This is an optimization exercise on Yosys and OpenROAD, whose aim is small area, a short achievable clock period and few clock cycles, not a production implementation.
RTL that was checked went through simulation tests only; none was proved equivalent to the original.
Function not checked in run 7: the RTL went through the layout flow alone.
No activity file was given, so power comes from the tool's default toggle rates.

==> design/flow/design.v <==
`timescale 1ns/10ps
module LBP(
	clk,
	reset,
	gray_addr,
	gray_req,
	gray_ready,
	gray_data,
	lbp_addr,
	lbp_valid,
	lbp_data,
	finish
);
input clk;
input reset;
input gray_ready;
input [7:0] gray_data;
output [13:0] gray_addr;
output reg gray_req;
output reg [13:0] lbp_addr;
output reg lbp_valid;
output reg [7:0] lbp_data;
output reg finish;
localparam S  = 8;         
localparam H  = S - 2;     
localparam IW = 3;         
reg [6:0] row;
reg [6:0] col;
reg [IW-1:0] ri;           
assign gray_addr = {row, col};
wire col_end = (ri == S-1);
wire last    = (col == 7'd127) & (row == 7'd127);    
always @(posedge clk) begin
	if (~gray_req) begin
		row <= 7'd0;
		col <= 7'd0;
		ri  <= {IW{1'b0}};
	end
	else begin
		ri <= ri + 1'b1;                                    
		if (col_end) begin
			col <= col + 7'd1;
			if (col == 7'd127) row <= row - 7'd1;           
			else               row <= row - (S - 1);       
		end
		else row <= row + 7'd1;
	end
end
reg [7:0] p [1:S+1];
integer k;
always @(posedge clk) begin
	p[1] <= gray_data;
	for (k = 2; k <= S + 1; k = k + 1) p[k] <= p[k-1];
end
function ge8;
	input [7:0] a;
	input [7:0] b;
	integer j;
	reg r;
	begin
		r = 1'b1;
		for (j = 0; j < 8; j = j + 1)
			r = (a[j] & ~b[j]) | (a[j] & r) | (~b[j] & r);
		ge8 = r;
	end
endfunction
wire [7:0] x = gray_data;
wire [7:0] c = p[S+1];
wire c_dr  = ge8(x,    c);     
wire c_r   = ge8(p[1], c);     
wire c_ur  = ge8(p[2], c);     
wire c_d   = ge8(p[S], c);     
wire x_ul  = ge8(c, x);        
wire r_l   = ge8(c, p[1]);     
wire ur_dl = ge8(c, p[2]);     
wire d_u   = ge8(c, p[S]);     
reg       q1;
reg [1:0] q2;
reg [2:0] qm [3:S];
reg [3:0] qs1;
always @(posedge clk) begin
	q1    <= x_ul;
	q2    <= {r_l, q1};
	qm[3] <= {ur_dl, q2};
	for (k = 4; k <= S; k = k + 1) qm[k] <= qm[k-1];
	qs1   <= {d_u, qm[S]};
end
wire [7:0] code = {c_dr, c_d, qs1[2], c_r, qs1[1], c_ur, qs1[3], qs1[0]};
always @(posedge clk) begin
	lbp_data <= code;
	lbp_addr <= {row - 7'd1, col - 7'd1};
end
always @(posedge clk or posedge reset) begin
	if (reset) begin
		lbp_valid <= 1'b0;
		finish    <= 1'b0;
		gray_req  <= 1'b0;
	end
	else begin
		gray_req  <= gray_ready;
		lbp_valid <= gray_req & ~finish & (ri >= 2) & (col >= 7'd2);
		if (gray_req & last) finish <= 1'b1;
	end
end
endmodule
==> design/flow/flow/run.sh <==
#!/bin/bash
# Standard ORFS flow, with port buffers and timing repair free to use any
# buffer/gate size instead of only same-footprint swaps, and a clock tree
# built without dummy balancing loads.
set -euo pipefail
export CTS_ARGS="-sink_clustering_enable -repair_clock_nets -buf_list sky130_fd_sc_hd__clkbuf_8 -dont_use_dummy_load -root_buf sky130_fd_sc_hd__clkbuf_16"
bash standard.sh MATCH_CELL_FOOTPRINT=0 "BUFFER_PORTS_ARGS=-buffer_cell sky130_fd_sc_hd__buf_2" finish > standard_flow.log 2>&1
==> design/flow/standard.sh <==
#!/bin/bash
# synth_recipe.tcl (not shown) runs the flow's synth.tcl, then flattens the netlist and writes it again
# the make line also repeats each setting of config.mk as NAME=value (left out here)
make -C /OpenROAD-flow-scripts/flow DESIGN_CONFIG=/design/flow/config.mk WORK_HOME=/design/flow/orfs CLKGATE_MAP_FILE= SYNTH_SCRIPT=/design/flow/synth_recipe.tcl "${@:-finish}"
==> design/flow/config.mk <==
export PLATFORM = sky130hd
export DESIGN_NAME = LBP
export DESIGN_NICKNAME = LBP
export VERILOG_FILES = /design/flow/design.v
export SDC_FILE = /design/flow/constraint.sdc
export NUM_CORES = 4
export LEC_CHECK = 0
export CAP_MARGIN = 20
export CORE_MARGIN = 2
export CORE_UTILIZATION = 65
export CTS_BUF_LIST = sky130_fd_sc_hd__clkbuf_8
export SETUP_SLACK_MARGIN = 3
export SLEW_MARGIN = 20
==> design/flow/constraint.sdc <==
create_clock -name core_clock -period 5.0 [get_ports {clk}]
set_input_delay 1.0000 -clock core_clock [delete_from_list [all_inputs] [get_ports {clk}]]
set_output_delay 1.0000 -clock core_clock [all_outputs]
set_load 0.01 [all_outputs]
==> flow_summary.yaml, run 1 <==
pwr:
  power_density_mw_per_mm2: 403.4
  ir_worst_vdd_mv: 0.2376
  leakage_nw: 2.122
  totalPowerFinal_mw: 2.001
place:
  pre_cts_slack_ns: 2.691
  gp_congestion: 0.8143
  place_area_mm2: 0.004687
  dp_hpwl_um: 4825
  dp_cells: 493
  io_buffers: 49
sta:
  max_slew_margin_pct: 66.97
  setup_tns_ns: 0
  tightest_slew_ns: 0.4949
  clock_skew_ns: 0.02231
  hold_viol_final: 0
  setup_ws_ns: 3.037
  max_freq_mhz: 509.5
  whs_ns: 0.3128
  finalSetupViolations: 0
  maxSlewViolCount: 0
  min_period_over_period_pct: 39.26
  layout_min_cycle_time_ns: 1.963
  grt_setup_unrepaired: "yes"
cells_and_area:
  final_cell_area_mm2: 0.004961
  finalNonFillerCells: 510
  fin_nets: 454
  utilization_pct: 77.25
  layout-drive-gt1-share_pct: 21.25
  n_antenna_cell: 0
  area_growth_pct: 13.32
cts:
  cts_made_buffers: 17
  cts.sinks: 139
  clk_latency_ns: 0.36
  post-cts-setup-buffer-count: 0
  clock_path_buffers: 2
  path_clk_slew_ns: 0.07
  cts_tree: "built"
  htreeDepth: 4
  cts_root_buf: "clkbuf_16"
route:
  wl_per_cell_um: 13.84
  drtIter0Drc: 102
  route.detailed.drc: 0
  via_per_inst: 5.429
  ant_nets: 0
  routed_wl_um: 7060
  num_vias: 2769
  drtPass1Iterations: 4
synth:
  synth.most_common_cell: "dfxtp_1"
  synth_top_area_share_pct: 62.19
  ys_ff_latch: 139
  syn_area_per_cell_um2: 11.61
  synthCells: 377
  synth.largest_area_cell: "dfxtp_1"
  syn_area_mm2: 0.004378
  synthFlopType: "dfxtp_1"
  synth_edf_count: 0
  ys_types: 42
  synth.net_count: 396
  async_flop_share_pct: 2.158
  synth_top_cells_by_count: "136 x dfxtp_1, 20 x inv_1, 19 x nor2_1"
  synth.area.top_cells: "dfxtp_1 62%, maj3_1 2.7%, xor2_1 2.6%"
  seq_area_frac_synth_pct: 63.90
  yosys_warnings: 3
setup_path:
  path_class: "in2reg"
  crit_end: "q1$_DFF_P_"
  worstPathRequired_ns: 5.26
  reg2reg_to: "row[5]$_SDFF_PN0_"
  path_cells: "buf_2, nor2b_1, maj3_2, a31o_1, maj3_2, a221oi_2"
  path_max_fanout: 4
  cp_slowest_cell: "maj3_2"
  r2r_start: "col[1]$_SDFFE_PN0P_"
  critPathLaunch: "gray_data[0]"
  critPathTopFamily: "adder cells"
  cp_num_cells: 6
  cp-start-kind: "input pin"
  reg2reg_slack_ns: 3.14
  cpPeakStageDelay_ns: 0.30
  critPathBufInv: 1
  crit_top_cell: "maj3_2"
  end_kind: "flop"
  rr_worst_depth: 6
  cp_data_arrival_time_ns: 2.23
floorplanning:
  rows: 29
  io_pins: 50
  start_util_pct: 68.17
  die_x_um: 86.07
  dieArea_mm2: 0.007408
  die_h_um: 86.07
  design.core.area_mm2: 0.006422
min_path:
  hold_class: "reg2reg"
  hold_depth: 0
global_route:
  grt_pass1_wl_um: 11390
  grt.total_usage_pct: 20.46
  overflow: 0
  antenna_found_initial: 0
  grt_max_degree: 17
  grt_pass1_vias: 2615
run_status:
  outcome: "finished clean"
job:
  drv_cap: 0
report_power, final:
part	total, mW	switching [mW]	leakage (nW)	internal [mW]
combinational	0.134	0.0712	0.811	0.0630
clock	0.645	0.326	0.127	0.319
sequential	1.22	0.0342	1.18	1.19
total	2.00	0.431	2.12	1.57
sequential cells by signal (all words and copies together) (netlist names):
register / cells
col: 7
gray_req: 1
q2: 2
lbp_data: 8
qs1: 4
q1: 1
lbp_addr: 14
row: 7
qm: 18
finish: 1
ri: 3
lbp_valid: 1
p: 72
layout make-up:
| type | instances | area (um2) |
|---|---|---|
| Inverter | 20 | 75.07 |
| Tap cell | 77 | 96.34 |
| Clock buffer | 17 | 245.2 |
| Sequential cell | 139 | 2814 |
| Timing Repair Buffer | 49 | 245.2 |
| Multi-Input combinational cell | 208 | 1485 |
| Fill cell | 451 | 1461 |
timing repair:
action	CTS	global route
cloned	0	0
endpoints found under the setup margin	9	7
hold buffers	0	0
pin swaps	0	1
resized for setup	9	6
kinds of logic after synthesis:
| group | Yosys count | synth area share [%] |
|---|---|---|
| fa+ha+maj | 28 | 7.088 |
| compound gates | 54 | 9.260 |
| mux | 5 | 1.143 |
| xor+xnor | 18 | 3.601 |
| buf+inv | 30 | 2.629 |
| flops | 139 | 63.90 |
| simple gates | 103 | 12.37 |
routing by layer:
metal	track usage [%]	share of wire [%]	vias up
li1	-	-	1397
met1	21.77	42	1281
met2	36.01	51	76
met3	7.026	4.9	15
met4	9.957	2.1	0
met5	0	0	-
cell usage in the layout, fill, tap and decap left out, drive strengths merged, types with 3 or more instances in the layout:
cell    Yosys  final
dfrtp       3      3
mux2i       5      5
maj3       20     20
nand2      18     18
buf         0     49
xnor2       5      5
o21ai      11     11
nor2b      14     14
xor2       13     13
a221oi      3      3
nand2b     15     15
nand4       3      3
nor2       19     19
nor3       15     15
o221ai      3      3
o21a        4      4
nor4        5      5
a31oi       3      3
a21oi       4      4
a211oi      8      8
dfxtp     136    136
clkbuf     10     17
ha          8      8
or2b        7      7
a21boi      4      4
inv        20     20
how the worst min path moves through the flow:
stage / start / end / slack, ns
2_1_floorplan: qs1[0]$_DFF_P_ / lbp_data[0]$_DFF_P_ / 0.31
3_3_place_gp: qs1[0]$_DFF_P_ / lbp_data[0]$_DFF_P_ / 0.31
3_5_place_dp: qm[4][1]$_DFF_P_ / qm[5][1]$_DFF_P_ / 0.31
4_1_cts: qm[7][2]$_DFF_P_ / qm[8][2]$_DFF_P_ / 0.32
5_1_grt: qm[7][2]$_DFF_P_ / qm[8][2]$_DFF_P_ / 0.32
6_report: qm[7][2]$_DFF_P_ / qm[8][2]$_DFF_P_ / 0.31
Testbench counts, summed over its fixed seeds: cycles 64,518.
==> run 2: changes to the inputs <==
==> design/flow/flow/run.sh (replaced) <==
#!/bin/bash
# Standard ORFS flow, with port buffers and timing repair free to use any
# buffer/gate size instead of only same-footprint swaps, and a clock tree
# built without dummy balancing loads.
set -euo pipefail
export CTS_ARGS="-sink_clustering_enable -repair_clock_nets -buf_list sky130_fd_sc_hd__clkbuf_8 -dont_use_dummy_load"
bash standard.sh MATCH_CELL_FOOTPRINT=0 "BUFFER_PORTS_ARGS=-buffer_cell sky130_fd_sc_hd__buf_2" finish > standard_flow.log 2>&1
--- a/design/flow/config.mk
+++ b/design/flow/config.mk
@@ -10,4 +10,4 @@
 export CORE_UTILIZATION = 65
 export CTS_BUF_LIST = sky130_fd_sc_hd__clkbuf_8
-export SETUP_SLACK_MARGIN = 3
+export SETUP_SLACK_MARGIN = 3.1
 export SLEW_MARGIN = 20
==> flow_summary.yaml, run 2 <==
synth:
  ys_types: 42
  synth_top_area_share_pct: 62.19
  ys_ff_latch: 139
  yosys_warnings: 3
  seq_area_frac_synth_pct: 63.90
  synth_top_cells_by_count: "136 x dfxtp_1, 20 x inv_1, 19 x nor2_1"
  synthCells: 377
  async_flop_share_pct: 2.158
  syn_area_per_cell_um2: 11.61
  synthFlopType: "dfxtp_1"
  syn_area_mm2: 0.004378
  synth_edf_count: 0
  synth.area.top_cells: "dfxtp_1 62%, maj3_1 2.7%, xor2_1 2.6%"
  synth.net_count: 396
  synth.most_common_cell: "dfxtp_1"
  synth.largest_area_cell: "dfxtp_1"
cells_and_area:
  fill_cells: 374
  layout-drive-gt1-share_pct: 25.94
  final_common_cell: "dfxtp_1"
  area_growth_pct: 19.55
  top_regs: "p x72, qm x18, lbp_addr x14"
  final_cell_mix: "120 x dfxtp_1, 33 x buf_2, 20 x inv_1"
  layout.area.seq_mm2: 0.002851
  fin_nets: 472
  final_cell_area_mm2: 0.005234
  largest_register_ffs: 72
  top_register: "p"
  multi_input_area_mm2: 0.001496
  n_antenna_cell: 0
place:
  dp_hpwl_um: 4776
  io_buffers: 49
  gp_congestion: 0.8163
  pre_cts_slack_ns: 2.693
  place_area_mm2: 0.004688
cts:
  path_clk_slew_ns: 0.06
  cts_root_buf: "clkbuf_8"
  htreeDepth: 4
  cts_made_buffers: 17
  cts_tree: "built"
  postCtsHoldBufs: 0
  cts.sinks: 139
  clock_path_buffers: 2
  clk_latency_ns: 0.43
pwr:
  switching_share_pct: 21.98
  clockPowerShare_pct: 31.5
  pwr-share-comb_pct: 7.4
  p_seq_share_pct: 61.1
  p_switching_mw: 0.4377
  ir_worst_vdd_mv: 0.3162
  internal_power_mw: 1.553
  power_density_mw_per_mm2: 380.5
  leakage_nw: 2.234
setup_path:
  cpPeakStageDelay_ns: 0.40
  end_kind: "output port"
  rr_worst_depth: 6
  cp-start-kind: "flop"
  cp_slowest_cell: "dfrtp_2"
  reg2reg_to: "row[5]$_SDFF_PN0_"
  path_max_fanout: 2
  path_cells: "buf_6"
  reg2reg_slack_ns: 3.12
  path_class: "reg2out"
  critPathBufInv: 1
  cp_data_arrival_time_ns: 0.93
  r2r_start: "col[0]$_SDFFE_PN0P_"
  worstPathRequired_ns: 4.00
  critPathTopFamily: "flip-flops"
route:
  wl_per_cell_um: 14.05
  num_vias: 2865
  route.detailed.drc: 0
  routed_wl_um: 7419
  drtIter0Drc: 135
  drtPass1Iterations: 4
  ant_nets: 0
  via_per_inst: 5.426
min_path:
  min_from: "p[7][5]$_DFF_P_"
  hold_class: "reg2reg"
  hold_depth: 0
  whs_endpoint: "p[8][5]$_DFF_P_"
sta:
  setup_tns_ns: 0
  finalSetupViolations: 0
  hold_viol_final: 0
  tightest_slew_ns: 0.5022
  min_period_over_period_pct: 38.55
  grt_setup_unrepaired: "yes"
  clock_skew_ns: 0.02156
  max_slew_margin_pct: 66.49
  setup_ws_ns: 3.072
  max_freq_mhz: 518.8
  maxSlewViolCount: 0
  layout_min_cycle_time_ns: 1.928
floorplanning:
  rows: 29
  die_h_um: 86.07
  design.core.area_mm2: 0.006422
  die_x_um: 86.07
  io_pins: 50
  start_util_pct: 68.17
  dieArea_mm2: 0.007408
global_route:
  overflow: 0
  antenna_found_initial: 0
  grt.total_usage_pct: 21.71
  grt_pass1_wl_um: 12160
  grt_pass1_vias: 2744
  grt_max_degree: 17
run_status:
  outcome: "finished clean"
job:
  drv_cap: 0
[run 2: cell counts after synthesis]
No cell type changed its count.
[run 2: kinds of logic (layout without fill, tap and decap cells)]
kind of cell | count (synthesis) | in the layout | share of synthesized area [%]
AO/OA/AOI/OAI | 54 | 54 | 9.260
XOR/XNOR | 18 | 18 | 3.601
adder cells (fa/ha/maj) | 28 | 28 | 7.088
buffers and inverters | 30 | 104 | 2.629
flip-flops | 139 | 139 | 63.90
multiplexers | 5 | 5 | 1.143
AND/OR/NAND/NOR | 103 | 103 | 12.37
[run 2: how the worst max path moves through the flow]
stage                         from  slack (ns)  cells past startpoint           endpoint
2_1_floorplan         gray_data[2]        2.87                      5         q1$_DFF_P_
3_5_place_dp          gray_data[0]        2.69                      6         q1$_DFF_P_
6_report        gray_req$_DFF_PP0_        3.07                      1           gray_req
3_3_place_gp          gray_data[0]        2.71                      6         q1$_DFF_P_
5_1_grt        col[0]$_SDFFE_PN0P_        3.01                      6  row[5]$_SDFF_PN0_
4_1_cts         gray_req$_DFF_PP0_        3.05                      1           gray_req
[run 2: per-layer routing]
layer	up-vias	global-route usage (%)	part of all wire, %
met5	-	0	0
met4	0	9.235	1.8
met3	17	7.026	5.1
met2	83	38.48	52
met1	1335	23.72	41
li1	1430	-	-
[run 2: timing repair]
| item | 4_1_cts | 5_1_grt |
|---|---|---|
| gates resized for setup | 40 | 10 |
| setup buffers | 18 | 0 |
| endpoints found under the setup margin | 19 | 22 |
[run 2: power by group through the flow]
stage / clock network (mW) / registers [mW] / logic, mW
3_3_place_gp: 0 / 1.24 / 0.131
4_1_cts: 0.638 / 1.21 / 0.145
5_1_grt: 0.689 / 1.22 / 0.165
3_5_place_dp: 0 / 1.25 / 0.134
6_report: 0.627 / 1.22 / 0.148
2_1_floorplan: 0 / 1.25 / 0.0824
[run 2: cell type report]
cell class | count | share of cell area, %
clock buffers | 17 | 4.470
repair buffers | 67 | 9.180
multi-input cells | 208 | 28.59
well taps | 77 | 1.841
flip-flops and latches | 139 | 54.48
inverters | 20 | 1.434
[run 2: stage by stage]
step | hold slack [ns] | cells | util (%) | power [mW]
final | 0.3192 | 528 | 81.49 | 1.991
after floorplan | 0.3096 | 377 | - | 1.329
after global placement | 0.3096 | 493 | 73.00 | 1.374
after global routing | 0.3280 | 528 | 81.49 | 2.077
after detailed placement | 0.3121 | 493 | 73.00 | 1.381
after CTS | 0.3187 | 528 | 80.64 | 1.997
==> run 3: changes to the inputs <==
--- a/design/flow/config.mk
+++ b/design/flow/config.mk
@@ -10,4 +10,4 @@
 export CORE_UTILIZATION = 65
 export CTS_BUF_LIST = sky130_fd_sc_hd__clkbuf_8
-export SETUP_SLACK_MARGIN = 3.1
+export SETUP_SLACK_MARGIN = 3
 export SLEW_MARGIN = 20
==> flow_summary.yaml, run 3 <==
run_status:
  outcome: "finished clean"
sta:
  maxSlewViolCount: 0
  setup_tns_ns: 0
  layout_min_cycle_time_ns: 1.975
  clock_skew_ns: 0.02195
  hold_viol_final: 0
  grt_setup_unrepaired: "yes"
  max_freq_mhz: 506.3
  setup_ws_ns: 3.025
  min_period_over_period_pct: 39.50
  finalSetupViolations: 0
  tightest_slew_ns: 0.5026
  max_slew_margin_pct: 66.46
place:
  io_buffers: 49
  dp_hpwl_um: 4825
  gp_congestion: 0.8143
  pre_cts_slack_ns: 2.691
synth:
  synth_top_cells_by_count: "136 x dfxtp_1, 20 x inv_1, 19 x nor2_1"
  synth.area.top_cells: "dfxtp_1 62%, maj3_1 2.7%, xor2_1 2.6%"
  async_flop_share_pct: 2.158
  synth_edf_count: 0
  ys_types: 42
  yosys.area_share.adder_pct: 7.088
  synth_simple_gate_area_share_pct: 12.37
  synth_compound_area_share_pct: 9.260
  synth.largest_area_cell: "dfxtp_1"
  synthFlopType: "dfxtp_1"
  synthCells: 377
  synth_top_family_by_area: "simple AND/OR/NAND/NOR gates"
  syn_area_per_cell_um2: 11.61
  synth_mux_area_share_pct: 1.143
  ys_ff_latch: 139
  yosys_warnings: 3
  seq_area_frac_synth_pct: 63.90
  synth-xor-area-share_pct: 3.601
  syn_area_mm2: 0.004378
  synth_top_area_share_pct: 62.19
  synth.most_common_cell: "dfxtp_1"
  synth.net_count: 396
cells_and_area:
  final_cell_mix: "122 x dfxtp_1, 49 x buf_2, 20 x inv_1"
  area_growth_pct: 15.75
  top_register: "p"
  fin_nets: 466
  final_common_cell: "dfxtp_1"
  fill_cells: 421
  top_regs: "p x72, qm x18, lbp_addr x14"
  largest_register_ffs: 72
  n_antenna_cell: 0
  layout-drive-gt1-share_pct: 24.27
route:
  via_per_inst: 5.433
  routed_wl_um: 7267
  wl_per_cell_um: 13.92
  drtPass1Iterations: 4
  num_vias: 2836
  drtIter0Drc: 127
  route.detailed.drc: 0
  ant_nets: 0
setup_path:
  reg2reg_to: "row[5]$_SDFF_PN0_"
  end_kind: "output port"
  reg2reg_slack_ns: 3.14
  cp_num_cells: 1
  path_class: "reg2out"
  critPathTopFamily: "flip-flops"
  path_max_fanout: 3
  critPathBufInv: 1
  rr_worst_depth: 6
  cp-start-kind: "flop"
  worstPathRequired_ns: 4.00
  cp_slowest_cell: "dfrtp_1"
  critPathLaunch: "finish$_DFFE_PP0P_"
  crit_end: "finish"
  path_cells: "buf_2"
  cpPeakStageDelay_ns: 0.41
  r2r_start: "col[1]$_SDFFE_PN0P_"
  cp_data_arrival_time_ns: 0.98
floorplanning:
  die_x_um: 86.07
  rows: 29
  io_pins: 50
  design.core.area_mm2: 0.006422
  die_h_um: 86.07
  dieArea_mm2: 0.007408
  start_util_pct: 68.17
global_route:
  grt.total_usage_pct: 20.43
  overflow: 0
  grt_pass1_wl_um: 11410
  antenna_found_initial: 0
  grt_pass1_vias: 2634
  grt_max_degree: 17
cts:
  cts.sinks: 139
  clock_path_buffers: 2
  clk_latency_ns: 0.43
  path_clk_slew_ns: 0.07
  cts_root_buf: "clkbuf_8"
  postCtsHoldBufs: 0
  cts_tree: "built"
  cts_made_buffers: 17
  htreeDepth: 4
min_path:
  hold_depth: 0
  hold_class: "reg2reg"
job:
  drv_cap: 0
pwr:
  ir_worst_vdd_mv: 0.2378
  leakage_nw: 2.185
  power_density_mw_per_mm2: 390.8
run 3: routing by layer:
| metal | vias to the layer above | part of all wire (%) | track usage [%] |
|---|---|---|---|
| met1 | 1337 | 42 | 21.86 |
| met3 | 13 | 5.0 | 7.603 |
| met4 | 0 | 1.2 | 8.225 |
| met5 | - | 0 | 0 |
| li1 | 1416 | - | - |
| met2 | 70 | 52 | 36.22 |
run 3: kinds of logic after synthesis:
logic type               count (synthesis)
buffers and inverters                   30
XOR/XNOR                                18
AND/OR/NAND/NOR                        103
multiplexers                             5
AO/OA/AOI/OAI                           54
flip-flops                             139
adder cells (fa/ha/maj)                 28
run 3: area by class of cell:
class	count	area (um2)	share of cell area, %
well taps	77	96.34	1.901
clock buffers	17	234.0	4.617
inverters	20	75.07	1.481
multi-input cells	208	1485	29.31
repair buffers	61	335.3	6.617
flip-flops and latches	139	2841	56.07
run 3: through the flow:
step           instance area [um2]  util (%)  std cells  hold slack (ns)  power (mW)
6_report                      5067     78.90        522           0.3132       1.980
5_1_grt                       5067     78.90        522           0.3225       2.065
4_1_cts                       4959     77.21        511           0.3165       1.997
3_5_place_dp                  4687     72.98        493           0.3121       1.381
3_3_place_gp                  4687     72.98        493           0.3096       1.374
2_1_floorplan                 4385         -        377           0.3096       1.329
run 3: report_power, final:
part	total [mW]	internal (mW)	leakage (nW)	switching [mW]
Sequential	1.22	1.18	1.19	0.0324
Combinational	0.140	0.0662	0.875	0.0741
Clock	0.624	0.299	0.122	0.325
Total	1.98	1.55	2.19	0.432
run 3: worst min-delay path by stage:
stage	start	end	slack, ns
final	qm[7][2]$_DFF_P_	qm[8][2]$_DFF_P_	0.31
after global routing	qm[7][2]$_DFF_P_	qm[8][2]$_DFF_P_	0.32
after CTS	qm[7][2]$_DFF_P_	qm[8][2]$_DFF_P_	0.32
after detailed placement	qm[4][1]$_DFF_P_	qm[5][1]$_DFF_P_	0.31
after global placement	qs1[0]$_DFF_P_	lbp_data[0]$_DFF_P_	0.31
after floorplan	qs1[0]$_DFF_P_	lbp_data[0]$_DFF_P_	0.31
run 3: timing repair:
action | CTS | global route
setup buffers | 1 | 11
endpoints found under the setup margin | 15 | 12
resized for setup | 19 | 9
pin swaps | 0 | 1
gates cloned | 0 | 0
==> run 4: changes to the inputs <==
==> design/flow/flow/run.sh (replaced) <==
#!/bin/bash
# Standard ORFS flow, with port buffers and timing repair free to use any
# buffer/gate size instead of only same-footprint swaps, and a clock tree
# built without dummy balancing loads.
set -euo pipefail
export CTS_ARGS="-sink_clustering_enable -repair_clock_nets -buf_list sky130_fd_sc_hd__clkbuf_8 -dont_use_dummy_load"
bash standard.sh MATCH_CELL_FOOTPRINT=0 "BUFFER_PORTS_ARGS=-buffer_cell sky130_fd_sc_hd__buf_1" finish > standard_flow.log 2>&1
==> flow_summary.yaml, run 4 <==
setup_path:
  cp_data_arrival_time_ns: 0.96
  path_max_fanout: 3
  critPathLaunch: "finish$_DFFE_PP0P_"
  r2r_start: "ri[1]$_SDFF_PN0_"
  reg2reg_slack_ns: 3.13
  path_cells: "clkbuf_2"
  crit_end: "finish"
  critPathTopFamily: "flip-flops"
  path_class: "reg2out"
  rr_worst_depth: 7
  cp_num_cells: 1
  worstPathRequired_ns: 4.00
  end_kind: "output port"
  reg2reg_to: "row[2]$_SDFF_PN0_"
  cp_slowest_cell: "dfrtp_1"
  cpPeakStageDelay_ns: 0.40
  critPathBufInv: 1
  cp-start-kind: "flop"
sta:
  hold_viol_final: 0
  maxSlewViolCount: 0
  max_slew_margin_pct: 68.49
  grt_setup_unrepaired: "no"
  min_period_over_period_pct: 39.12
  finalSetupViolations: 0
  clock_skew_ns: 0.02343
  setup_ws_ns: 3.044
  max_freq_mhz: 511.2
  whs_ns: 0.3140
  layout_min_cycle_time_ns: 1.956
  tightest_slew_ns: 0.4721
  setup_tns_ns: 0
cells_and_area:
  largest_register_ffs: 72
  finalNonFillerCells: 517
  layout-drive-gt1-share_pct: 14.77
  final_common_cell: "dfxtp_1"
  fill_cells: 436
  utilization_pct: 77.50
  area_growth_pct: 13.69
  final_cell_mix: "122 x dfxtp_1, 38 x buf_1, 20 x inv_1"
  fin_nets: 461
  top_regs: "p x72, qm x18, lbp_addr x14"
  top_register: "p"
  n_antenna_cell: 0
synth:
  synthCells: 377
  syn_area_mm2: 0.004378
  async_flop_share_pct: 2.158
  ys_types: 42
  synth.largest_area_cell: "dfxtp_1"
  syn_area_per_cell_um2: 11.61
  seq_area_frac_synth_pct: 63.90
  synth_top_cells_by_count: "136 x dfxtp_1, 20 x inv_1, 19 x nor2_1"
  synthFlopType: "dfxtp_1"
  synth.net_count: 396
  synth_top_area_share_pct: 62.19
  synth.area.top_cells: "dfxtp_1 62%, maj3_1 2.7%, xor2_1 2.6%"
  synth.most_common_cell: "dfxtp_1"
  synth_edf_count: 0
  yosys_warnings: 3
  ys_ff_latch: 139
route:
  route.detailed.drc: 0
  routed_wl_um: 6876
  num_vias: 2804
  via_per_inst: 5.424
  drtIter0Drc: 97
  drtPass1Iterations: 4
  ant_nets: 0
  wl_per_cell_um: 13.30
floorplanning:
  die_x_um: 86.07
  io_pins: 50
  die_h_um: 86.07
  rows: 29
  dieArea_mm2: 0.007408
  start_util_pct: 68.17
  design.core.area_mm2: 0.006422
cts:
  cts_made_buffers: 17
  clk_latency_ns: 0.43
  clock_path_buffers: 2
  cts_root_buf: "clkbuf_8"
  postCtsHoldBufs: 0
  path_clk_slew_ns: 0.06
  cts_tree: "built"
  cts.sinks: 139
  htreeDepth: 4
place:
  dp_hpwl_um: 4751
  dp_cells: 493
  pre_cts_slack_ns: 2.713
  gp_congestion: 0.8252
  io_buffers: 49
pwr:
  power_density_mw_per_mm2: 396.9
  ir_worst_vdd_mv: 0.2648
  leakage_nw: 2.048
global_route:
  overflow: 0
  grt_pass1_vias: 2564
  grt.total_usage_pct: 20.16
  antenna_found_initial: 0
  grt_max_degree: 17
  grt_pass1_wl_um: 11400
run_status:
  outcome: "finished clean"
job:
  drv_cap: 0
min_path:
  hold_class: "reg2reg"
run 4: cell counts after synthesis:
Identical to the previous run, type by type.
run 4: layout make-up:
type | instances | area, um2 | share of cell area, %
flip-flops and latches | 139 | 2836 | 56.99
multi-input cells | 208 | 1485 | 29.84
repair buffers | 56 | 250.2 | 5.028
clock buffers | 17 | 234.0 | 4.701
well taps | 77 | 96.34 | 1.936
inverters | 20 | 75.07 | 1.508
run 4: cell families (layout without fill, tap and decap cells):
kind of cell	after synthesis	count (layout)	share of synthesized area (%)
xor gates and xnor gates	18	18	3.601
DFF	139	139	63.90
and+or+nand+nor	103	103	12.37
adders and majority gates	28	28	7.088
AOI/OAI and AO/OA	54	54	9.260
buffers and inverters	30	93	2.629
muxes	5	5	1.143
run 4: stage by stage:
| step | total power [mW] | instance area (um2) |
|---|---|---|
| global placement | 1.368 | 4626 |
| finish | 1.975 | 4977 |
| floorplan | 1.329 | 4385 |
| global route | 2.057 | 4977 |
| detailed placement | 1.375 | 4626 |
| CTS | 1.987 | 4897 |
run 4: routing by layer:
metal	wire length, um	global-route usage (%)	vias up
met5	0	0	-
met3	372	7.315	13
met4	113	8.369	0
met1	2946	22.41	1290
li1	-	-	1414
met2	3443	34.81	87
run 4: where the power goes:
part	internal (mW)	leakage [nW]	switching, mW
Combinational	0.0594	0.738	0.0729
Sequential	1.19	1.19	0.0336
Clock	0.299	0.122	0.326
run 4: how the worst min path moves through the flow:
| stage | end | from | slack, ns | cells past startpoint |
|---|---|---|---|---|
| 5_1_grt | p[4][7]$_DFF_P_ | p[3][7]$_DFF_P_ | 0.31 | 0 |
| 3_5_place_dp | qm[4][0]$_DFF_P_ | qm[3][0]$_DFF_P_ | 0.31 | 0 |
| 2_1_floorplan | lbp_data[0]$_DFF_P_ | qs1[0]$_DFF_P_ | 0.31 | 0 |
| 6_report | p[4][4]$_DFF_P_ | p[3][4]$_DFF_P_ | 0.31 | 0 |
| 4_1_cts | p[4][4]$_DFF_P_ | p[3][4]$_DFF_P_ | 0.32 | 0 |
| 3_3_place_gp | lbp_data[0]$_DFF_P_ | qs1[0]$_DFF_P_ | 0.31 | 0 |
run 4: repair_timing:
action | CTS | global route
gates resized for setup | 20 | 17
setup buffers | 1 | 6
endpoints found under the setup margin | 15 | 14
==> run 5: changes to the inputs <==
==> design/flow/flow/run.sh (replaced) <==
#!/bin/bash
# Standard ORFS flow, with port buffers and timing repair free to use any
# buffer/gate size instead of only same-footprint swaps, and a clock tree
# built without dummy balancing loads.
set -euo pipefail
export CTS_ARGS="-sink_clustering_enable -repair_clock_nets -buf_list sky130_fd_sc_hd__clkbuf_8 -root_buf sky130_fd_sc_hd__clkbuf_16 -dont_use_dummy_load"
bash standard.sh MATCH_CELL_FOOTPRINT=0 "BUFFER_PORTS_ARGS=-buffer_cell sky130_fd_sc_hd__buf_1" finish > standard_flow.log 2>&1
--- a/design/flow/config.mk
+++ b/design/flow/config.mk
@@ -10,4 +10,5 @@
 export CORE_UTILIZATION = 65
 export CTS_BUF_LIST = sky130_fd_sc_hd__clkbuf_8
+export GPL_TIMING_DRIVEN = 1
 export SETUP_SLACK_MARGIN = 3
 export SLEW_MARGIN = 20
==> flow_summary.yaml, run 5 <==
cts:
  cts.sinks: 139
  cts_tree: "built"
  cts_made_buffers: 17
  postCtsHoldBufs: 0
  htreeDepth: 4
  clock_path_buffers: 2
  cts_root_buf: "clkbuf_16"
  post-cts-setup-buffer-count: 0
  clk_latency_ns: 0.36
  path_clk_slew_ns: 0.06
cells_and_area:
  fin_nets: 454
  final_cell_area_mm2: 0.004905
  final_common_cell: "dfxtp_1"
  largest_register_ffs: 72
  n_antenna_cell: 0
  area_growth_pct: 12.03
  top_register: "p"
  final_cell_mix: "126 x dfxtp_1, 49 x buf_1, 20 x inv_1"
  layout-drive-gt1-share_pct: 9.931
  top_regs: "p x72, qm x18, lbp_addr x14"
setup_path:
  cpPeakStageDelay_ns: 0.43
  end_kind: "output port"
  path_max_fanout: 5
  critPathLaunch: "row[6]$_SDFF_PN0_"
  r2r_start: "ri[1]$_SDFF_PN0_"
  critPathTopFamily: "flip-flops"
  path_class: "reg2out"
  cp_data_arrival_time_ns: 0.95
  cp_slowest_cell: "dfxtp_1"
  cp-start-kind: "flop"
  worstPathRequired_ns: 4.00
  critPathBufInv: 1
  path_cells: "buf_1"
sta:
  whs_ns: 0.3139
  finalSetupViolations: 0
  hold_viol_final: 0
  tightest_slew_ns: 0.4918
  maxSlewViolCount: 0
  max_slew_margin_pct: 67.18
  grt_setup_unrepaired: "no"
  layout_min_cycle_time_ns: 1.949
  clock_skew_ns: 0.02250
  setup_tns_ns: 0
  max_freq_mhz: 513.1
  min_period_over_period_pct: 38.98
route:
  drtPass1Iterations: 4
  drtIter0Drc: 98
  route.detailed.drc: 0
  wl_per_cell_um: 13.20
  ant_nets: 0
  routed_wl_um: 6731
  num_vias: 2772
  via_per_inst: 5.435
synth:
  syn_area_per_cell_um2: 11.61
  ys_ff_latch: 139
  ys_types: 42
  synth.largest_area_cell: "dfxtp_1"
  synth.area.top_cells: "dfxtp_1 62%, maj3_1 2.7%, xor2_1 2.6%"
  syn_area_mm2: 0.004378
  seq_area_frac_synth_pct: 63.90
  synth_edf_count: 0
  synth.most_common_cell: "dfxtp_1"
  synth_top_area_share_pct: 62.19
  synthCells: 377
  yosys_warnings: 3
  synth_top_cells_by_count: "136 x dfxtp_1, 20 x inv_1, 19 x nor2_1"
  async_flop_share_pct: 2.158
  synthFlopType: "dfxtp_1"
  synth.net_count: 396
min_path:
  hold_class: "reg2reg"
  min_from: "p[3][4]$_DFF_P_"
global_route:
  antenna_found_initial: 0
  grt.total_usage_pct: 20.16
  grt_pass1_vias: 2567
  grt_max_degree: 17
  overflow: 0
  grt_pass1_wl_um: 11400
pwr:
  switching_share_pct: 21.53
  clockPowerShare_pct: 32.3
  leakage_nw: 1.975
  internal_power_mw: 1.563
  p_switching_mw: 0.4288
  pwr-share-comb_pct: 6.4
  power_density_mw_per_mm2: 406.1
  ir_worst_vdd_mv: 0.2654
  p_seq_share_pct: 61.4
place:
  io_buffers: 49
  gp_congestion: 0.8252
  place_area_mm2: 0.004626
  dp_hpwl_um: 4751
run_status:
  outcome: "finished clean"
floorplanning:
  rows: 29
  start_util_pct: 68.17
  io_pins: 50
  die_x_um: 86.07
  dieArea_mm2: 0.007408
  design.core.area_mm2: 0.006422
  die_h_um: 86.07
job:
  drv_cap: 0
==> run 5: logic make-up (layout without fill, tap and decap cells) <==
kind of cell             after synthesis  in the layout  share of synthesized area, %
AO/OA/AOI/OAI                         54             54                         9.260
XOR/XNOR                              18             18                         3.601
adder cells (fa/ha/maj)               28             28                         7.088
buffers and inverters                 30             86                         2.629
flip-flops                           139            139                         63.90
multiplexers                           5              5                         1.143
AND/OR/NAND/NOR                      103            103                         12.37
==> run 5: stage by stage <==
stage          total power [mW]  std cells  setup slack (ns)  util [%]
2_1_floorplan             1.329        377             2.866         -
3_3_place_gp              1.368        493             2.723     72.02
3_5_place_dp              1.375        493             2.713     72.02
5_1_grt                   2.077        510             3.001     76.37
6_report                  1.992        510             3.051     76.37
4_1_cts                   2.010        510             3.002     76.04
==> run 5: path summary, 6_finish.rpt <==
| kind | cells after the start | slack (ns) | end |
|---|---|---|---|
| max | 1 | 3.05 | gray_addr[13] |
| min reg2reg | 0 | 0.31 | p[4][4]$_DFF_P_ |
| max reg2reg | 7 | 3.14 | row[2]$_SDFF_PN0_ |
| min | 0 | 0.31 | p[4][4]$_DFF_P_ |
| min in group asynchronous | 2 | 0.48 | finish$_DFFE_PP0P_ |
| max in group asynchronous | 2 | 4.38 | gray_req$_DFF_PP0_ |
==> run 5: repair_timing <==
action / 4_1_cts / 5_1_grt
pin swaps: 0 / 0
endpoints found under the hold margin: 0 / 0
setup endpoints to repair: 9 / 8
gates resized for setup: 9 / 8
==> run 5: power groups by stage <==
stage	Clock (mW)	Combinational, mW	Sequential [mW]
2_1_floorplan	0	0.0822	1.25
3_3_place_gp	0	0.124	1.24
3_5_place_dp	0	0.127	1.25
4_1_cts	0.658	0.128	1.22
5_1_grt	0.703	0.143	1.23
6_report	0.643	0.127	1.22
==> run 5: layout make-up <==
class,instances,area [um2]
inverter,20,75.07
tap,77,96.34
timing repair buffer,49,183.9
multi-input combinational,208,1485
sequential,139,2819
fill,449,1518
clock buffer,17,245.2
==> run 5: metal layers <==
metal / vias up / GRT usage [%] / wire length, um
li1: 1398 / - / -
met1: 1292 / 22.46 / 2924
met2: 69 / 34.74 / 3362
met3: 13 / 7.315 / 330
met4: 0 / 8.369 / 114
met5: - / 0 / 0
==> run 6: changes to the inputs <==
--- a/design/flow/config.mk
+++ b/design/flow/config.mk
@@ -10,5 +10,4 @@
 export CORE_UTILIZATION = 65
 export CTS_BUF_LIST = sky130_fd_sc_hd__clkbuf_8
-export GPL_TIMING_DRIVEN = 1
 export SETUP_SLACK_MARGIN = 3
 export SLEW_MARGIN = 20
==> flow_summary.yaml, run 6 <==
run_status:
  outcome: "finished clean"
setup_path:
  worstPathRequired_ns: 4.00
  path_class: "reg2out"
  cp_data_arrival_time_ns: 0.95
  path_cells: "buf_1"
  cp-start-kind: "flop"
  critPathBufInv: 1
  critPathTopFamily: "flip-flops"
  cp_slowest_cell: "dfxtp_1"
  path_max_fanout: 5
  end_kind: "output port"
  cpPeakStageDelay_ns: 0.43
route:
  num_vias: 2772
  ant_nets: 0
  route.detailed.drc: 0
  wl_met1_um: 2924
  highest_layer: "met4"
  dr_wl_met3_um: 330
  met2_length_um: 3362
  drtIter0Drc: 98
  drtPass1Iterations: 4
  routed_wl_um: 6731
  via_per_inst: 5.435
  wl_per_cell_um: 13.20
cts:
  cts_root_buf: "clkbuf_16"
  cts.sinks: 139
  postCtsHoldBufs: 0
  htreeDepth: 4
  clk_latency_ns: 0.36
  cts_made_buffers: 17
  path_clk_slew_ns: 0.06
  clock_path_buffers: 2
  post-cts-setup-buffer-count: 0
  cts_tree: "built"
synth:
  synthFlopType: "dfxtp_1"
  synth.area.top_cells: "dfxtp_1 62%, maj3_1 2.7%, xor2_1 2.6%"
  synthCells: 377
  synth.most_common_cell: "dfxtp_1"
  synth.largest_area_cell: "dfxtp_1"
  synth_edf_count: 0
  synth_top_area_share_pct: 62.19
  synth.net_count: 396
  syn_area_per_cell_um2: 11.61
  ys_ff_latch: 139
  async_flop_share_pct: 2.158
  yosys_warnings: 3
  synth_top_cells_by_count: "136 x dfxtp_1, 20 x inv_1, 19 x nor2_1"
  ys_types: 42
  syn_area_mm2: 0.004378
  seq_area_frac_synth_pct: 63.90
global_route:
  grt.total_usage_pct: 20.16
  antenna_found_initial: 0
  grt_max_degree: 17
  grt_pass1_wl_um: 11400
  overflow: 0
  grt_pass1_vias: 2567
pwr:
  power_density_mw_per_mm2: 406.1
  ir_worst_vdd_mv: 0.2654
  leakage_nw: 1.975
  totalPowerFinal_mw: 1.992
floorplanning:
  design.core.area_mm2: 0.006422
  die_x_um: 86.07
  rows: 29
  io_pins: 50
  die_h_um: 86.07
  dieArea_mm2: 0.007408
  start_util_pct: 68.17
cells_and_area:
  top_register: "p"
  layout-drive-gt1-share_pct: 9.931
  largest_register_ffs: 72
  fin_nets: 454
  top_regs: "p x72, qm x18, lbp_addr x14"
  final_cell_mix: "126 x dfxtp_1, 49 x buf_1, 20 x inv_1"
  fill_cells: 449
  final_common_cell: "dfxtp_1"
  area_growth_pct: 12.03
  n_antenna_cell: 0
sta:
  grt_setup_unrepaired: "no"
  setup_tns_ns: 0
  max_slew_margin_pct: 67.18
  layout_min_cycle_time_ns: 1.949
  tightest_slew_ns: 0.4918
  hold_viol_final: 0
  whs_ns: 0.3139
  maxSlewViolCount: 0
  min_period_over_period_pct: 38.98
  finalSetupViolations: 0
  clock_skew_ns: 0.02250
  max_freq_mhz: 513.1
place:
  dp_hpwl_um: 4751
  io_buffers: 49
  gp_congestion: 0.8252
job:
  drv_cap: 0
min_path:
  hold_class: "reg2reg"
-- run 6: path summary, 6_finish.rpt --
path | from | end | slack (ns) | depth (start not counted)
max | row[6]$_SDFF_PN0_ | gray_addr[13] | 3.05 | 1
min | p[3][4]$_DFF_P_ | p[4][4]$_DFF_P_ | 0.31 | 0
max reg2reg | ri[1]$_SDFF_PN0_ | row[2]$_SDFF_PN0_ | 3.14 | 7
min reg2reg | p[3][4]$_DFF_P_ | p[4][4]$_DFF_P_ | 0.31 | 0
max in group asynchronous | reset | gray_req$_DFF_PP0_ | 4.38 | 2
min in group asynchronous | reset | finish$_DFFE_PP0P_ | 0.48 | 2
-- run 6: metrics by stage --
stage	std cells	util [%]	area, um2	worst slack (ns)
detailed placement	493	72.02	4626	2.713
global route	510	76.37	4905	3.001
global placement	493	72.02	4626	2.723
floorplan	377	-	4385	2.866
CTS	510	76.04	4883	3.002
finish	510	76.37	4905	3.051
-- run 6: cell type report --
class | count | area, um2 | share of cell area, %
multi-input combinational | 208 | 1485 | 30.28
tap | 77 | 96.34 | 1.964
timing repair buffer | 49 | 183.9 | 3.750
sequential | 139 | 2819 | 57.47
clock buffer | 17 | 245.2 | 5.000
inverter | 20 | 75.07 | 1.531
-- run 6: routing by layer --
| layer | global-route usage [%] | vias to the layer above |
|---|---|---|
| met5 | 0 | - |
| met3 | 7.315 | 13 |
| met1 | 22.46 | 1292 |
| met4 | 8.369 | 0 |
| li1 | - | 1398 |
| met2 | 34.74 | 69 |
-- run 6: cell families after synthesis --
group	Yosys count	share of synthesized area, %
compound gates	54	9.260
xor+xnor	18	3.601
fa+ha+maj	28	7.088
buf+inv	30	2.629
flops	139	63.90
mux	5	1.143
simple gates	103	12.37
-- run 6: where the power goes --
part / switching [mW] / total, mW / internal, mW
Clock: 0.324 / 0.643 / 0.319
Combinational: 0.0705 / 0.127 / 0.0563
Sequential: 0.0346 / 1.22 / 1.19
Total: 0.429 / 1.99 / 1.56
-- run 6: what timing repair did --
action	4_1_cts	5_1_grt
pin swaps	0	0
gates resized for setup	9	8
cloned	0	0
setup endpoints to repair	9	8
==> run 7: changes to the inputs <==
--- a/design/flow/design.v
+++ b/design/flow/design.v
@@ -65,11 +65,27 @@
 	end
 endfunction
+function [1:0] cmp8;
+	input [7:0] a;
+	input [7:0] b;
+	integer j, w;
+	reg [7:0] g, l;
+	begin
+		g = a & ~b;                
+		l = ~a & b;                
+		for (w = 1; w < 8; w = w * 2)
+			for (j = 7; j >= 0; j = j - 2 * w) begin
+				g[j] = g[j] | (~l[j] & g[j-w]);
+				l[j] = l[j] | (~g[j] & l[j-w]);
+			end
+		cmp8 = {~l[7], ~g[7]};
+	end
+endfunction
 wire [7:0] x = gray_data;
 wire [7:0] c = p[S+1];
-wire c_dr  = ge8(x,    c);     
+wire c_dr, x_ul;
+assign {c_dr, x_ul} = cmp8(x, c);   
 wire c_r   = ge8(p[1], c);     
 wire c_ur  = ge8(p[2], c);     
 wire c_d   = ge8(p[S], c);     
-wire x_ul  = ge8(c, x);        
 wire r_l   = ge8(c, p[1]);     
 wire ur_dl = ge8(c, p[2]);     
==> flow_summary.yaml, run 7 <==
cells_and_area:
  utilization_pct: 74.27
  layout-drive-gt1-share_pct: 8.370
  area_growth_pct: 11.91
  largest_register_ffs: 72
  top_register: "p"
  final_common_cell: "dfxtp_1"
  n_antenna_cell: 0
  final_cell_mix: "124 x dfxtp_1, 49 x buf_1, 25 x nand2b_1"
  top_regs: "p x72, qm x18, lbp_addr x14"
  fin_nets: 475
setup_path:
  cp-start-kind: "flop"
  path_class: "reg2out"
  cpPeakStageDelay_ns: 0.44
  end_kind: "output port"
  critPathTopFamily: "flip-flops"
  cp_slowest_cell: "dfxtp_4"
  critPathBufInv: 1
  worstPathRequired_ns: 4.00
  path_max_fanout: 13
  path_cells: "buf_1"
  cp_data_arrival_time_ns: 0.97
global_route:
  grt_pass1_vias: 2768
  grtUsageMet3_pct: 6.952
  grt_max_degree: 19
  grt.total_usage_pct: 21.78
  overflow: 0
  use_met2_pct: 35.66
  grt_pass1_wl_um: 12430
  met1_usage_pct: 25.73
  busiest_layer: "met2"
  antenna_found_initial: 0
synth:
  yosys_warnings: 3
  ys_ff_latch: 139
  synth_top_family_by_area: "simple AND/OR/NAND/NOR gates"
  synthFlopType: "dfxtp_1"
  synth_simple_gate_area_share_pct: 15.12
  synth.most_common_cell: "dfxtp_1"
  synth_mux_area_share_pct: 0.9029
  synth.area.top_cells: "dfxtp_1 61%, nand2b_1 3.5%, xor2_1 2.4%"
  synth-xor-area-share_pct: 3.555
  synth_compound_area_share_pct: 9.932
  synth_top_cells_by_count: "136 x dfxtp_1, 25 x nand2b_1, 23 x nor2_1"
  async_flop_share_pct: 2.158
  yosys.area_share.adder_pct: 4.515
  seq_area_frac_synth_pct: 63.09
  synth_edf_count: 0
  synth_top_area_share_pct: 61.40
  synthCells: 397
  ys_types: 58
  syn_area_per_cell_um2: 11.17
  synth.largest_area_cell: "dfxtp_1"
  syn_area_mm2: 0.004434
  synth.net_count: 416
pwr:
  power_density_mw_per_mm2: 406.4
  ir_worst_vdd_mv: 0.2865
  leakage_nw: 1.966
cts:
  cts.sinks: 139
  clock_path_buffers: 2
  cts_made_buffers: 17
  clk_latency_ns: 0.36
  path_clk_slew_ns: 0.08
  htreeDepth: 4
  postCtsHoldBufs: 0
  cts_tree: "built"
  cts_root_buf: "clkbuf_16"
floorplanning:
  design.core.area_mm2: 0.006681
  dieArea_mm2: 0.007499
  start_util_pct: 66.37
  io_pins: 50
  rows: 30
  die_x_um: 86.60
  die_h_um: 86.60
sta:
  hold_viol_final: 0
  tightest_slew_ns: 0.5429
  setup_tns_ns: 0
  maxSlewViolCount: 0
  whs_ns: 0.3026
  layout_min_cycle_time_ns: 1.973
  min_period_over_period_pct: 39.45
  clock_skew_ns: 0.02270
  finalSetupViolations: 0
  max_freq_mhz: 507.0
  max_slew_margin_pct: 62.87
  grt_setup_unrepaired: "yes"
place:
  dp_hpwl_um: 5131
  gp_congestion: 0.8506
  io_buffers: 49
route:
  num_vias: 2928
  ant_nets: 0
  route.detailed.drc: 0
  via_per_inst: 5.483
  drtPass1Iterations: 4
  routed_wl_um: 7428
  drtIter0Drc: 139
  wl_per_cell_um: 13.91
min_path:
  hold_class: "reg2reg"
job:
  drv_cap: 0
run_status:
  outcome: "finished clean"
[run 7: where the power goes]
group | leakage, nW | switching [mW] | internal, mW
logic | 0.653 | 0.0757 | 0.0576
registers | 1.19 | 0.0407 | 1.19
clock network | 0.127 | 0.333 | 0.320
[run 7: final cells by class]
cell class                      instances  area, um2
Clock buffer                           17      245.2
Fill cell                             490       1719
Inverter                               23      86.33
Multi-Input combinational cell        226       1523
Sequential cell                       139       2824
Tap cell                               80      100.1
Timing Repair Buffer                   49      183.9
[run 7: cells by family after synthesis]
kind of cell	after synthesis
flops	139
fa+ha+maj	18
xor+xnor	18
simple gates	126
mux	4
compound gates	60
buf+inv	32
[run 7: worst paths after layout]
check,start,endpoint,slack [ns],cells after the start
worst max-delay path,col[2]$_SDFFE_PN0P_,gray_addr[2],3.03,1
worst min-delay path,p[5][5]$_DFF_P_,p[6][5]$_DFF_P_,0.30,0
worst max register to register,p[9][4]$_DFF_P_,qm[3][2]$_DFF_P_,3.12,5
worst min register to register,p[5][5]$_DFF_P_,p[6][5]$_DFF_P_,0.30,0
max in group asynchronous,reset,gray_req$_DFF_PP0_,4.38,2
min in group asynchronous,reset,lbp_valid$_DFF_PP0_,0.48,2
[run 7: what timing repair did]
| item | in CTS | in global routing |
|---|---|---|
| cloned | 0 | 0 |
| endpoints found under the setup margin | 13 | 8 |
| buffers inserted | 0 | 0 |
| gates resized for setup | 12 | 8 |
| endpoints found under the hold margin | 0 | 0 |
[run 7: per-stage QoR]
stage,instance area (um2),instances,setup WS [ns],total power [mW]
4_1_cts,4938,534,2.942,2.030
3_3_place_gp,4677,517,2.828,1.380
6_report,4962,534,3.027,2.017
2_1_floorplan,4434,397,3.077,1.337
5_1_grt,4962,534,2.968,2.110
3_5_place_dp,4677,517,2.720,1.388
[run 7: layer usage]
| metal | vias up | routed length (um) | part of all wire (%) |
|---|---|---|---|
| li1 | 1477 | - | - |
| met1 | 1362 | 3411 | 46 |
| met2 | 76 | 3582 | 48 |
| met3 | 13 | 324 | 4.4 |
| met4 | 0 | 110 | 1.5 |
| met5 | - | 0 | 0 |
==> run 8: changes to the inputs <==
--- a/design/flow/design.v
+++ b/design/flow/design.v
@@ -31,6 +31,7 @@
 wire col_end = (ri == S-1);
 wire last    = (col == 7'd127) & (row == 7'd127);    
+reg run;
 always @(posedge clk) begin
-	if (~gray_req) begin
+	if (~run) begin
 		row <= 7'd0;
 		col <= 7'd0;
@@ -112,9 +113,11 @@
 		finish    <= 1'b0;
 		gray_req  <= 1'b0;
+		run       <= 1'b0;
 	end
 	else begin
 		gray_req  <= gray_ready;
-		lbp_valid <= gray_req & ~finish & (ri >= 2) & (col >= 7'd2);
-		if (gray_req & last) finish <= 1'b1;
+		run       <= gray_ready & ~finish;
+		lbp_valid <= run & ~finish & (ri >= 2) & (col >= 7'd2);
+		if (run & last) finish <= 1'b1;
 	end
 end
==> flow_summary.yaml, run 8 <==
setup_path:
  critPathBufInv: 0
  end_kind: "flop"
  path_max_fanout: 3
  path_cells: "nand2b_4, maj3_2, maj3_2, maj3_2, maj3_2, o21a_1"
  cp-start-kind: "flop"
  critPathTopFamily: "adder cells"
  crit_top_cell: "maj3_2"
  cp_data_arrival_time_ns: 2.20
  cpPeakStageDelay_ns: 0.33
  worstPathRequired_ns: 5.23
  path_class: "reg2reg"
  cp_slowest_cell: "dfxtp_2"
min_path:
  hold_class: "reg2reg"
pwr:
  totalPowerFinal_mw: 2.001
  power_density_mw_per_mm2: 410.2
  p_switching_mw: 0.4248
  leakage_nw: 1.948
  ir_worst_vdd_mv: 0.3435
  p_seq_share_pct: 61.6
  internal_power_mw: 1.576
  clockPowerShare_pct: 31.9
  switching_share_pct: 21.23
  pwr-share-comb_pct: 6.5
synth:
  syn_area_mm2: 0.004307
  synthFlopType: "dfxtp_1"
  ys_types: 47
  ys_ff_latch: 140
  async_flop_share_pct: 2.857
  yosys_warnings: 3
  syn_area_per_cell_um2: 11.52
  synth_edf_count: 0
  synth.net_count: 393
  synth.area.top_cells: "dfxtp_1 63%, maj3_1 5.3%, nor2_1 2.7%"
  synth.most_common_cell: "dfxtp_1"
  synth_top_cells_by_count: "136 x dfxtp_1, 31 x nor2_1, 26 x nand2_1"
  seq_area_frac_synth_pct: 65.54
  synthCells: 374
  synth.largest_area_cell: "dfxtp_1"
  synth_top_area_share_pct: 63.22
cts:
  path_clk_slew_ns: 0.07
  htreeDepth: 4
  cts.sinks: 140
  clock_path_buffers: 2
  clk_latency_ns: 0.35
  cts_tree: "built"
  cts_made_buffers: 17
  cts_root_buf: "clkbuf_16"
floorplanning:
  dieArea_mm2: 0.007292
  die_x_um: 85.40
  design.core.area_mm2: 0.006386
  start_util_pct: 67.44
  rows: 29
  io_pins: 50
  die_h_um: 85.40
sta:
  layout_min_cycle_time_ns: 1.969
  min_period_over_period_pct: 39.37
  clock_skew_ns: 0.01749
  finalSetupViolations: 0
  max_slew_margin_pct: 61.74
  max_freq_mhz: 508.0
  grt_setup_unrepaired: "yes"
  maxSlewViolCount: 0
  hold_viol_final: 0
  tightest_slew_ns: 0.5733
  setup_tns_ns: 0
global_route:
  overflow: 0
  grt.total_usage_pct: 19.36
  antenna_found_initial: 0
  grt_max_degree: 21
  grt_pass1_wl_um: 10840
  grt_pass1_vias: 2438
place:
  gp_congestion: 0.8646
  dp_hpwl_um: 4444
  io_buffers: 49
  dp_cells: 490
  place_area_mm2: 0.004554
route:
  route.detailed.drc: 0
  num_vias: 2707
  drtIter0Drc: 83
  dr_wl_met3_um: 302
  ant_nets: 0
  met2_length_um: 3175
  routed_wl_um: 6607
  drtPass1Iterations: 4
  highest_layer: "met4"
  via_per_inst: 5.318
  wl_met1_um: 3021
  wl_per_cell_um: 12.98
cells_and_area:
  n_antenna_cell: 0
  final_cell_area_mm2: 0.004877
  top_register: "p"
  top_regs: "p x72, qm x18, lbp_addr x14"
  finalNonFillerCells: 509
  area_growth_pct: 13.25
  final_common_cell: "dfxtp_1"
  fin_nets: 453
  layout-drive-gt1-share_pct: 12.27
  largest_register_ffs: 72
  final_cell_mix: "122 x dfxtp_1, 49 x buf_1, 31 x nor2_1"
job:
  drv_cap: 0
run_status:
  outcome: "finished clean"
-- run 8: changes by cell type after synthesis, sizes merged, moves of 6 or more --
cell | previous run | this run
maj3 | 10 | 30
nand2b | 25 | 9
nor2 | 23 | 31
nor2b | 15 | 7
clkbuf | 4 | 10
-- run 8: final cells by class --
type	instances	area, um2
fill	425	1509
inverter	21	81.33
sequential	140	2850
tap	77	96.34
clock buffer	17	245.2
multi-input combinational	203	1405
timing repair buffer	51	198.9
-- run 8: path summary, 6_finish.rpt --
kind	to	depth (start not counted)	from	slack, ns
max in group asynchronous	run$_DFF_PP0_	2	reset	4.34
min in group asynchronous	finish$_DFFE_PP0P_	2	reset	0.50
hold / removal	qm[8][2]$_DFF_P_	0	qm[7][2]$_DFF_P_	0.31
hold reg to reg	qm[8][2]$_DFF_P_	0	qm[7][2]$_DFF_P_	0.31
setup / recovery	lbp_data[2]$_DFF_P_	6	p[2][0]$_DFF_P_	3.03
setup reg to reg	lbp_data[2]$_DFF_P_	6	p[2][0]$_DFF_P_	3.03
-- run 8: layer usage --
| metal | vias to the layer above | track usage [%] |
|---|---|---|
| li1 | 1367 | - |
| met1 | 1253 | 23.57 |
| met2 | 78 | 30.04 |
| met3 | 9 | 8.560 |
| met4 | 0 | 8.081 |
| met5 | - | 0 |
-- run 8: power by group through the flow --
stage / combinational [mW] / clock [mW] / sequential, mW
floorplan: 0.0839 / 0 / 1.26
CTS: 0.129 / 0.659 / 1.23
global route: 0.146 / 0.712 / 1.24
detailed placement: 0.127 / 0 / 1.26
finish: 0.131 / 0.638 / 1.23
global placement: 0.124 / 0 / 1.25
-- run 8: logic make-up (layout without fill, tap and decap cells) --
| group | after synthesis | count (layout) | share of synthesized area [%] |
|---|---|---|---|
| DFF | 140 | 140 | 65.54 |
| and+or+nand+nor | 99 | 99 | 10.98 |
| AOI/OAI and AO/OA | 45 | 45 | 6.944 |
| adders and majority gates | 38 | 38 | 9.500 |
| buffers and inverters | 31 | 89 | 2.702 |
| xor gates and xnor gates | 19 | 19 | 3.864 |
| muxes | 2 | 2 | 0.4649 |
-- run 8: timing repair --
action / CTS / global route
pin swaps: 0 / 5
hold buffers: 0 / 0
endpoints found under the hold margin: 0 / 0
setup endpoints to repair: 15 / 8
buffers inserted: 0 / 2
gates resized for setup: 14 / 14
-- run 8: stage by stage --
stage | hold slack [ns] | setup WS [ns] | utilization, %
5_1_grt | 0.3197 | 2.955 | 76.37
3_3_place_gp | 0.3097 | 2.735 | 71.32
6_report | 0.3130 | 3.031 | 76.37
2_1_floorplan | 0.3096 | 2.859 | -
3_5_place_dp | 0.3121 | 2.696 | 71.32
4_1_cts | 0.3132 | 2.966 | 75.47
Testbench counts of run 8, summed over its fixed seeds: cycles 64,518.
==> run 9: changes to the inputs <==
==> design/flow/flow/run.sh (replaced) <==
#!/bin/bash
# Standard ORFS flow, with port buffers and timing repair free to use any
# buffer/gate size instead of only same-footprint swaps, and a clock tree
# built without dummy balancing loads.
set -euo pipefail
export CTS_ARGS="-sink_clustering_enable -repair_clock_nets -buf_list sky130_fd_sc_hd__clkbuf_4 -root_buf sky130_fd_sc_hd__clkbuf_16 -dont_use_dummy_load"
bash standard.sh MATCH_CELL_FOOTPRINT=0 "BUFFER_PORTS_ARGS=-buffer_cell sky130_fd_sc_hd__buf_1" finish > standard_flow.log 2>&1
--- a/design/flow/config.mk
+++ b/design/flow/config.mk
@@ -9,5 +9,5 @@
 export CORE_MARGIN = 2
 export CORE_UTILIZATION = 65
-export CTS_BUF_LIST = sky130_fd_sc_hd__clkbuf_8
+export CTS_BUF_LIST = sky130_fd_sc_hd__clkbuf_4
 export SETUP_SLACK_MARGIN = 3
 export SLEW_MARGIN = 20
==> flow_summary.yaml, run 9 <==
cts:
  cts_root_buf: "clkbuf_16"
  cts_tree: "built"
  path_clk_slew_ns: 0.11
  cts.sinks: 140
  clock_path_buffers: 2
  clk_latency_ns: 0.36
  htreeDepth: 4
  cts_made_buffers: 17
global_route:
  grt_max_degree: 21
  busiest_layer: "met2"
  grt_pass1_vias: 2409
  overflow: 0
  grtUsageMet3_pct: 8.852
  met1_usage_pct: 23.51
  use_met2_pct: 29.26
  grt_pass1_wl_um: 10720
  antenna_found_initial: 0
  grt.total_usage_pct: 19.28
setup_path:
  path_class: "reg2reg"
  crit_top_cell: "maj3_2"
  worstPathRequired_ns: 5.23
  path_cells: "nand2b_4, maj3_2, maj3_2, maj3_2, maj3_2, o21a_1"
  path_max_fanout: 3
  cpPeakStageDelay_ns: 0.34
  rr_worst_depth: 6
  cp_data_arrival_time_ns: 2.21
  cp_num_cells: 6
  critPathTopFamily: "adder cells"
  cp-start-kind: "flop"
  critPathBufInv: 0
  cp_slowest_cell: "dfxtp_2"
  end_kind: "flop"
pwr:
  ir_worst_vdd_mv: 0.3219
  pwr-share-comb_pct: 7.2
  p_switching_mw: 0.4086
  leakage_nw: 1.912
  totalPowerFinal_mw: 1.849
  switching_share_pct: 22.10
  p_seq_share_pct: 66.5
  internal_power_mw: 1.440
  clockPowerShare_pct: 26.4
  power_density_mw_per_mm2: 386.0
place:
  io_buffers: 49
  place_area_mm2: 0.004554
  pre_cts_slack_ns: 2.696
  gp_congestion: 0.8646
  dp_hpwl_um: 4444
floorplanning:
  die_h_um: 85.40
  dieArea_mm2: 0.007292
  start_util_pct: 67.44
  io_pins: 50
  die_x_um: 85.40
  rows: 29
  design.core.area_mm2: 0.006386
min_path:
  hold_depth: 0
  hold_class: "reg2reg"
synth:
  synth_top_cells_by_count: "136 x dfxtp_1, 31 x nor2_1, 26 x nand2_1"
  synth-xor-area-share_pct: 3.864
  ys_ff_latch: 140
  yosys_warnings: 3
  synth_mux_area_share_pct: 0.4648
  synth_edf_count: 0
  synthFlopType: "dfxtp_1"
  synth.area.top_cells: "dfxtp_1 63%, maj3_1 5.3%, nor2_1 2.7%"
  synth_compound_area_share_pct: 6.944
  synth_top_family_by_area: "simple AND/OR/NAND/NOR gates"
  async_flop_share_pct: 2.857
  synth_simple_gate_area_share_pct: 10.98
  ys_types: 47
  synth.net_count: 393
  synthCells: 374
  syn_area_per_cell_um2: 11.52
  synth.largest_area_cell: "dfxtp_1"
  seq_area_frac_synth_pct: 65.54
  syn_area_mm2: 0.004307
  synth_top_area_share_pct: 63.22
  yosys.area_share.adder_pct: 9.500
  synth.most_common_cell: "dfxtp_1"
cells_and_area:
  final_cell_area_mm2: 0.004791
  top_register: "p"
  layout-drive-gt1-share_pct: 12.47
  n_antenna_cell: 0
  top_regs: "p x72, qm x18, lbp_addr x14"
  area_growth_pct: 11.24
  final_cell_mix: "121 x dfxtp_1, 49 x buf_1, 31 x nor2_1"
  largest_register_ffs: 72
  fill_cells: 446
  fin_nets: 454
  final_common_cell: "dfxtp_1"
route:
  ant_nets: 0
  drtPass1Iterations: 4
  routed_wl_um: 6565
  route.detailed.drc: 0
  wl_per_cell_um: 12.87
  num_vias: 2704
  drtIter0Drc: 84
  via_per_inst: 5.302
sta:
  tightest_slew_ns: 0.5496
  grt_setup_unrepaired: "yes"
  min_period_over_period_pct: 39.59
  max_freq_mhz: 505.2
  max_slew_margin_pct: 63.32
  layout_min_cycle_time_ns: 1.979
  hold_viol_final: 0
  clock_skew_ns: 0.03004
  setup_tns_ns: 0
  setup_ws_ns: 3.021
  maxSlewViolCount: 0
  finalSetupViolations: 0
run_status:
  outcome: "finished clean"
job:
  drv_cap: 0
run 9: cell types whose count changed in the layout (fill, tap and decap cells not counted), sizes merged:
cell  delta
buf      +1
run 9: path summary, 6_finish.rpt:
kind	from	endpoint	slack [ns]
min reg2reg	qm[7][1]$_DFF_P_	qm[8][1]$_DFF_P_	0.31
min in group asynchronous	reset	finish$_DFFE_PP0P_	0.50
max	p[2][0]$_DFF_P_	lbp_data[2]$_DFF_P_	3.02
min	qm[7][1]$_DFF_P_	qm[8][1]$_DFF_P_	0.31
max in group asynchronous	reset	run$_DFF_PP0_	4.34
max reg2reg	p[2][0]$_DFF_P_	lbp_data[2]$_DFF_P_	3.02
run 9: cells by family after synthesis:
family | Yosys count
AOI/OAI and AO/OA | 45
xor gates and xnor gates | 19
adders and majority gates | 38
buffers and inverters | 31
DFF | 140
muxes | 2
and+or+nand+nor | 99
run 9: repair_timing:
item / in CTS / in global routing
setup endpoints to repair: 14 / 12
buffers inserted: 1 / 2
pin swaps: 0 / 5
hold buffers: 0 / 0
resized for setup: 15 / 14
cloned: 0 / 0
run 9: worst register-to-register path: cells and delay by family (launching register included):
kind            cells  cell delay, ns
fa+ha+maj           4            1.23
flops               1            0.34
compound gates      1            0.17
simple gates        1            0.13
run 9: layout make-up:
cell class	count	area [um2]	share of cell area [%]
clock buffer	17	145.1	3.030
sequential	140	2854	59.57
multi-input combinational	203	1410	29.43
timing repair buffer	52	206.4	4.309
tap	77	96.34	2.011
inverter	21	78.83	1.645
run 9: routing by layer:
metal	part of all wire (%)	up-vias
met5	0	-
met4	1.9	0
met3	5.3	12
met2	47	84
met1	46	1236
li1	-	1372
run 9: metrics by stage:
| stage | instances | utilization (%) | hold slack, ns |
|---|---|---|---|
| after floorplan | 374 | - | 0.3096 |
| after global placement | 490 | 71.32 | 0.3097 |
| after CTS | 508 | 74.06 | 0.3104 |
| final | 510 | 75.02 | 0.3137 |
| after detailed placement | 490 | 71.32 | 0.3121 |
| after global routing | 510 | 75.02 | 0.3196 |
run 9: power by group through the flow:
stage / combinational [mW] / clock, mW / sequential [mW]
2_1_floorplan: 0.0839 / 0 / 1.26
3_3_place_gp: 0.124 / 0 / 1.25
3_5_place_dp: 0.127 / 0 / 1.26
4_1_cts: 0.129 / 0.506 / 1.23
5_1_grt: 0.147 / 0.560 / 1.24
6_report: 0.132 / 0.488 / 1.23

==> afterwards: timing with drivers on the ports <==
In the flow no input, the clock included, has a driving cell. The finished layouts below were timed again as built, in two steps. Step 1 (the two cells are an assumption about what drives the block):
set clk [get_ports {clk}]
set_driving_cell -lib_cell sky130_fd_sc_hd__clkbuf_16 $clk
set_driving_cell -lib_cell sky130_fd_sc_hd__buf_2 [delete_from_list [all_inputs] $clk]
Step 2 adds t to the input delays and takes it off the output delays; t is the mean of the earliest and latest rising clock arrival at the registers after step 1. Input paths then give back, and output paths get back, about the clock's delay inside the block. Slacks: ideal / step 1 / step 2; pairs: ideal / step 1.
run | t, ns | setup WS [ns] | worst data-port slew with drivers (ns)
run 1 | 0.388 | 3.037 / 3.003 / 2.666 | 0.03
run 2 | 0.444 | 3.072 / 3.047 / 2.678 | 0.04
run 3 | 0.448 | 3.025 / 2.997 / 2.667 | 0.03
run 4 | 0.444 | 3.044 / 3.015 / 2.694 | 0.03
run 5 | 0.382 | 3.051 / 3.018 / 2.694 | 0.03
run 6 | 0.382 | 3.051 / 3.018 / 2.694 | 0.03
run 7 | 0.383 | 3.027 / 2.994 / 2.767 | 0.03
run 8 | 0.378 | 3.031 / 3.019 / 2.709 | 0.03
run 9 | 0.379 | 3.021 / 3.015 / 2.709 | 0.03
After both steps every run listed still meets setup and hold. The setup slack of run 2, which loses most, moves by -0.025 ns with the drivers and by -0.394 ns with both steps.
